What follows belongs to an exercise in optimizing a design on an open flow for small area; a production flow would make more cautious choices. RTL that was checked went through simulation tests only; none was proved equivalent to the original.

==> inputs of v13 <==
// ALU_DESIGN
module ALU_DESIGN #(parameter WIDTH_OP = 16, WIDTH_CMD = 4)(CLK,RST,INP_VALID,MODE,CMD,CE,OPA,OPB,CIN,ERR,RES,OFLOW,COUT,G,L,E);
Settings: LEC_CHECK=0, ABC_AREA=1, CAP_MARGIN=20, CORE_MARGIN=2, CORE_UTILIZATION=40, SLEW_MARGIN=20, SYNTH_HIERARCHICAL=1, SYNTH_MINIMUM_KEEP_SIZE=0; clock period 10.0 ns.
run.sh (not shown) runs the stock make flow with config.mk's settings and CLKGATE_MAP_FILE= SYNTH_SCRIPT=/design/flow/synth_recipe.tcl, a recipe that flattens the netlist after the stock synthesis.
==> inputs of v5, as changes to v13 <==
--- a/flow/design.v
+++ b/flow/design.v
@@ -71,23 +71,21 @@
 alu_fa u_aw29 (.a(X[14]), .b(Y[14]), .c(aw28), .s(aw29), .co(aw30));
 wire aw31, aw32;
 alu_fa u_aw31 (.a(X[15]), .b(Y[15]), .c(aw30), .s(aw31), .co(aw32));
 wire [16:0] s16;
 assign s16 = {aw32, aw31, aw29, aw27, aw25, aw23, aw21, aw19, aw17, aw15, aw13, aw11, aw9, aw7, aw5, aw3, aw1};
 wire [16:0] sum = {X16 ^ Y16 ^ s16[16], s16[15:0]};
-reg [16:0] lres;
-always @(*) begin
-  case (CMD[2:0])
-    3'd0: lres = {1'b0, OPA & OPB};
-    3'd1: lres = {1'b1, ~(OPA & OPB)};
-    3'd2: lres = {1'b0, OPA | OPB};
-    3'd3: lres = {1'b1, ~(OPA | OPB)};
-    3'd4: lres = {1'b0, OPA ^ OPB};
-    default: lres = {1'b1, ~(OPA ^ OPB)};
-  endcase
-end
+wire lt00 = CMD[0];
+wire lt01 = CMD[0] ^ (CMD[1] | CMD[2]);
+wire lt11 = ~CMD[0] ^ CMD[2];
+wire [16:0] lres;
+assign lres[16] = CMD[0];
+genvar li;
+generate for (li = 0; li < 16; li = li + 1) begin : lbits
+  alu_lbit u_lbit (.a(OPA[li]), .b(OPB[li]), .t00(lt00), .t01(lt01), .t11(lt11), .o(lres[li]));
+end endgenerate
 wire [15:0] cx = TEMP_A ^ TEMP_B;
 wire [16:0] ltc;
 assign ltc[0] = 1'b0;
 genvar gi;
 generate for (gi = 0; gi < 16; gi = gi + 1) begin : cmpchain
   assign ltc[gi+1] = (~TEMP_A[gi] & TEMP_B[gi]) | (~cx[gi] & ltc[gi]);
@@ -740,15 +738,22 @@
 wire mw620 = mw606 ^ (~mw597 & mw619);
 wire mw621 = mw619 & ~mw606;
 wire mw622 = mw608 ^ (~mw597 & mw621);
 wire mw623 = mw621 & ~mw608;
 wire mw624 = mw610 ^ (~mw597 & mw623);
 assign prodn = {mw624, mw622, mw620, mw618, mw616, mw614, mw612, mw595, mw593, mw591, mw589, mw587, mw574, mw572, mw570, mw568, mw566, mw553, mw551, mw549, mw547, mw545, mw533, mw531, mw529, mw527, mw525, mw523, mw521, mw519, mw517, mw515};
-wire [31:0] dbl = {TEMP_A, TEMP_A};
-wire [3:0]  rsh = c[13] ? rotation : (4'd0 - rotation);
-wire [15:0] rot = dbl >> rsh;
+wire rol = ~c[13];
+wire [3:0] rsh = {rotation[3] ^ (rol & (rotation[2] | rotation[1] | rotation[0])),
+                  rotation[2] ^ (rol & (rotation[1] | rotation[0])),
+                  rotation[1] ^ (rol & rotation[0]),
+                  rotation[0]};
+wire [15:0] rt0 = TEMP_A;
+wire [15:0] rt1 = rsh[0] ? {rt0[0],   rt0[15:1]} : rt0;
+wire [15:0] rt2 = rsh[1] ? {rt1[1:0], rt1[15:2]} : rt1;
+wire [15:0] rt3 = rsh[2] ? {rt2[3:0], rt2[15:4]} : rt2;
+wire [15:0] rot = rsh[3] ? {rt3[7:0], rt3[15:8]} : rt3;
 reg [31:0] rsel;
 always @(*) begin
   if (m1) begin
     if (mulc)               rsel = zero_mult ? 32'd0 : TEMP_MULT;
     else if (sgn)           rsel = zero_sign ? 32'd0 : {{15{SIGN_RES[16]}}, SIGN_RES};
     else                    rsel = zero_res ? 32'd0 : {15'd0, TEMP_RES};
@@ -835,12 +840,17 @@
     if (ok & ldTR & ~(m1 & c[8])) TEMP_RES <= m1 ? sum : lres;
     if (ok & sgn)             SIGN_RES <= sum;
     if (v0 & mulc)            TEMP_MULT <= prod;
   end
 end
 endmodule
+module alu_lbit (a, b, t00, t01, t11, o);
+input a, b, t00, t01, t11;
+output o;
+assign o = (a ^ b) ? t01 : (a ? t11 : t00);
+endmodule
 module alu_fa (a, b, c, s, co);
 input a, b, c;
 output s, co;
 assign s = a ^ b ^ c;
 assign co = (a & b) | (a & c) | (b & c);
 endmodule
==> flow/flow/run.sh (new file) <==
#!/bin/bash
# Own flow: the standard layout (standard.sh), with its synthesis changed only in the
# script of the final ABC mapping (an area-oriented one, flow/abc_area_deep.script), and
# port buffers of the smallest buffer cell. Registers are inferred and mapped exactly as in
# the standard synthesis. Each tool's output goes to the ORFS logs; make's to flow_make.log.
set -euo pipefail
W=$PWD
# synthesis script = ORFS synth.tcl with the final abc call's -script argument replaced
python3 - "$FLOW_HOME/scripts/synth.tcl" "$W/my_synth.tcl" <<'PY'
import sys
s = open(sys.argv[1]).read()
old = "  log_cmd abc {*}$abc_args\n"
assert s.count(old) == 1
s = s.replace(old, "  set abc_args [lreplace $abc_args 1 1 $::env(MY_ABC_SCRIPT)]\n" + old)
open(sys.argv[2], "w").write(s)
PY
# The standard flow's synthesis wrapper, sourcing the script above instead of ORFS's
sed "s#\$::env(SCRIPTS_DIR)/synth.tcl#$W/my_synth.tcl#" synth_recipe.tcl > my_synth_recipe.tcl
grep -q "$W/my_synth.tcl" my_synth_recipe.tcl
export MY_ABC_SCRIPT=$W/flow/abc_area_deep.script
bash standard.sh SYNTH_SCRIPT=$W/my_synth_recipe.tcl \
  "BUFFER_PORTS_ARGS=-buffer_cell sky130_fd_sc_hd__buf_1" finish > flow_make.log 2>&1
==> flow/flow/abc_area_deep.script (new file) <==
strash
&get -n
&deepsyn -T 60
&put
&get -n
&dch -f
&nf -R 1000
&put
topo
==> flow/standard.sh (new file) <==
#!/bin/bash
# synth_recipe.tcl (not shown) runs the flow's synth.tcl, then flattens the netlist and writes it again
# the make line also repeats each setting of config.mk as NAME=value (left out here)
make -C /OpenROAD-flow-scripts/flow DESIGN_CONFIG=/design/flow/config.mk WORK_HOME=/design/flow/orfs CLKGATE_MAP_FILE= SYNTH_SCRIPT=/design/flow/synth_recipe.tcl "${@:-finish}"
- ABC_AREA: 1 -> unset
- CORE_UTILIZATION: 40 -> 60
- PLACE_DENSITY: unset -> 0.7
removed: flow/run.sh
==> summary.md <==
| Metric | Value |
|---|---|
| Routability cong. | 0.979 |
| Arrival @ worst endpoint | 10.08 ns |
| Buf+Inv Stages, Crit Path | 1 |
| Placed cell areas | 0.0178 sq mm |
| Worst Hold Margin | 0.453 ns |
| Mux contribution to synthesized area | 2.21% |
| Die footprint | 0.0277 sq mm |
| Post_cts resized | 0 |
| Run status | timing/DRC/antenna clean |
| Max stage delay on crit path | 0.45 ns |
| Switching part of the total | between 40% and 50% |
[end of results for v5]
==> summary.md <==
| Metric | Value |
|---|---|
| Die footprint | 0.0465 sq mm |
| Placed cell areas | 0.0201 sq mm |
| Buf+Inv Stages, Crit Path | 3 |
| Max stage delay on crit path | 0.43 ns |
| Worst Hold Margin | around 0.53 ns |
| Arrival @ worst endpoint | 10.05 ns |
| Routability cong. | 0.970 |
| Run status | timing/DRC/antenna clean |
| Post_cts resized | 2 |
| Switching part of the total | 48.1% |
[end of results for v13]
The RTL of v5 was laid out without a check of its function.

* * *

==> run B <==
ALU_DESIGN, a different RTL version from the one above (not shown whole).
export LEC_CHECK = 0
export CAP_MARGIN = 20
export CORE_MARGIN = 2
export CORE_UTILIZATION = 60
export PLACE_DENSITY = 0.7
export SLEW_MARGIN = 20
export SYNTH_HIERARCHICAL = 1
export SYNTH_MINIMUM_KEEP_SIZE = 0
create_clock -name core_clock -period 10.0 [get_ports {CLK}]
standard.sh (not shown) runs the stock make flow with config.mk's settings and CLKGATE_MAP_FILE= SYNTH_SCRIPT=/design/flow/synth_recipe.tcl, a recipe that flattens the netlist after the stock synthesis.
==> flow/flow/run.sh <==
#!/bin/bash
# Own flow: the standard layout (standard.sh), with its synthesis changed only in the
# script of the final ABC mapping (an area-oriented one, flow/abc_area_deep.script), and
# port buffers of the smallest buffer cell. Registers are inferred and mapped exactly as in
# the standard synthesis. Each tool's output goes to the ORFS logs; make's to flow_make.log.
set -euo pipefail
W=$PWD
# synthesis script = ORFS synth.tcl with the final abc call's -script argument replaced
python3 - "$FLOW_HOME/scripts/synth.tcl" "$W/my_synth.tcl" <<'PY'
import sys
s = open(sys.argv[1]).read()
old = "  log_cmd abc {*}$abc_args\n"
assert s.count(old) == 1
s = s.replace(old, "  set abc_args [lreplace $abc_args 1 1 $::env(MY_ABC_SCRIPT)]\n" + old)
open(sys.argv[2], "w").write(s)
PY
# The standard flow's synthesis wrapper, sourcing the script above instead of ORFS's
sed "s#\$::env(SCRIPTS_DIR)/synth.tcl#$W/my_synth.tcl#" synth_recipe.tcl > my_synth_recipe.tcl
grep -q "$W/my_synth.tcl" my_synth_recipe.tcl
export MY_ABC_SCRIPT=$W/flow/abc_area_deep.script
bash standard.sh SYNTH_SCRIPT=$W/my_synth_recipe.tcl \
  "BUFFER_PORTS_ARGS=-buffer_cell sky130_fd_sc_hd__buf_1" finish > flow_make.log 2>&1
==> flow/flow/abc_area_deep.script <==
strash
&get -n
&deepsyn -T 60
&put
&get -n
&dch -f
&nf -R 1000
&put
topo
==> run C (differences from run B) <==
- CAP_MARGIN: 20 -> 0
- GPL_TIMING_DRIVEN: default -> 0
- SLEW_MARGIN: 20 -> 0
==> flow_summary.json <==
{
  "p_leak_uw": 0.005947,
  "status": "finished clean",
  "area_growth_pct": 14.39,
  "fin_skew_ps": 23.96
}
That was run B.
==> flow_summary.json <==
{
  "status": "finished clean",
  "area_growth_pct": 12.41,
  "min_path_type": "flop to flop",
  "wl_um": 55330,
  "ir_drop_uv": 423.2,
  "fin_skew_ps": 20.12,
  "seq_cell_count": 147,
  "p_leak_uw": 0.005720
}
That was run C.
No functional check of the RTL was part of any run of this note.

static timing again, ports no longer ideal:
Ports are ideal in the flow. The routed layouts listed here were re-timed in OpenROAD.
Step 1: set_driving_cell puts a clkbuf_16 on CLK and a buf_2 on each other input, an assumption about the parent block.
Step 2, shift: input delay + t, output delay - t, t = (earliest + latest rising clock arrival at the registers) / 2. This alone moves slack from input paths to output paths.
a / b / c = no drivers / after step 1 / after step 2; a / b = the first two.
run | shift t [ns] | slack for setup (ns) | worst hold slack (ns) | worst setup path after step 2 | worst register clock-pin slew, ns
v13 | 0.513 | 0.359 / 0.389 / -0.124 | 0.529 / 0.529 / 0.529 | input to register | 0.07 / 0.07
v5 | 0.483 | 0.251 / 0.279 / -0.205 | 0.453 / 0.453 / 0.453 | input to register | 0.07 / 0.07
run B | 0.496 | 0.293 / 0.295 / -0.201 | 0.487 / 0.487 / 0.487 | input to register | 0.09 / 0.09
run C | 0.489 | 0.206 / 0.217 / -0.272 | 0.498 / 0.498 / 0.498 | input to register | 0.08 / 0.08
Met with ideal ports but missed after step 2: setup timing in every run listed. The setup slack of run B, which loses most, moves by +0.002 ns with the drivers and by -0.494 ns with both steps.
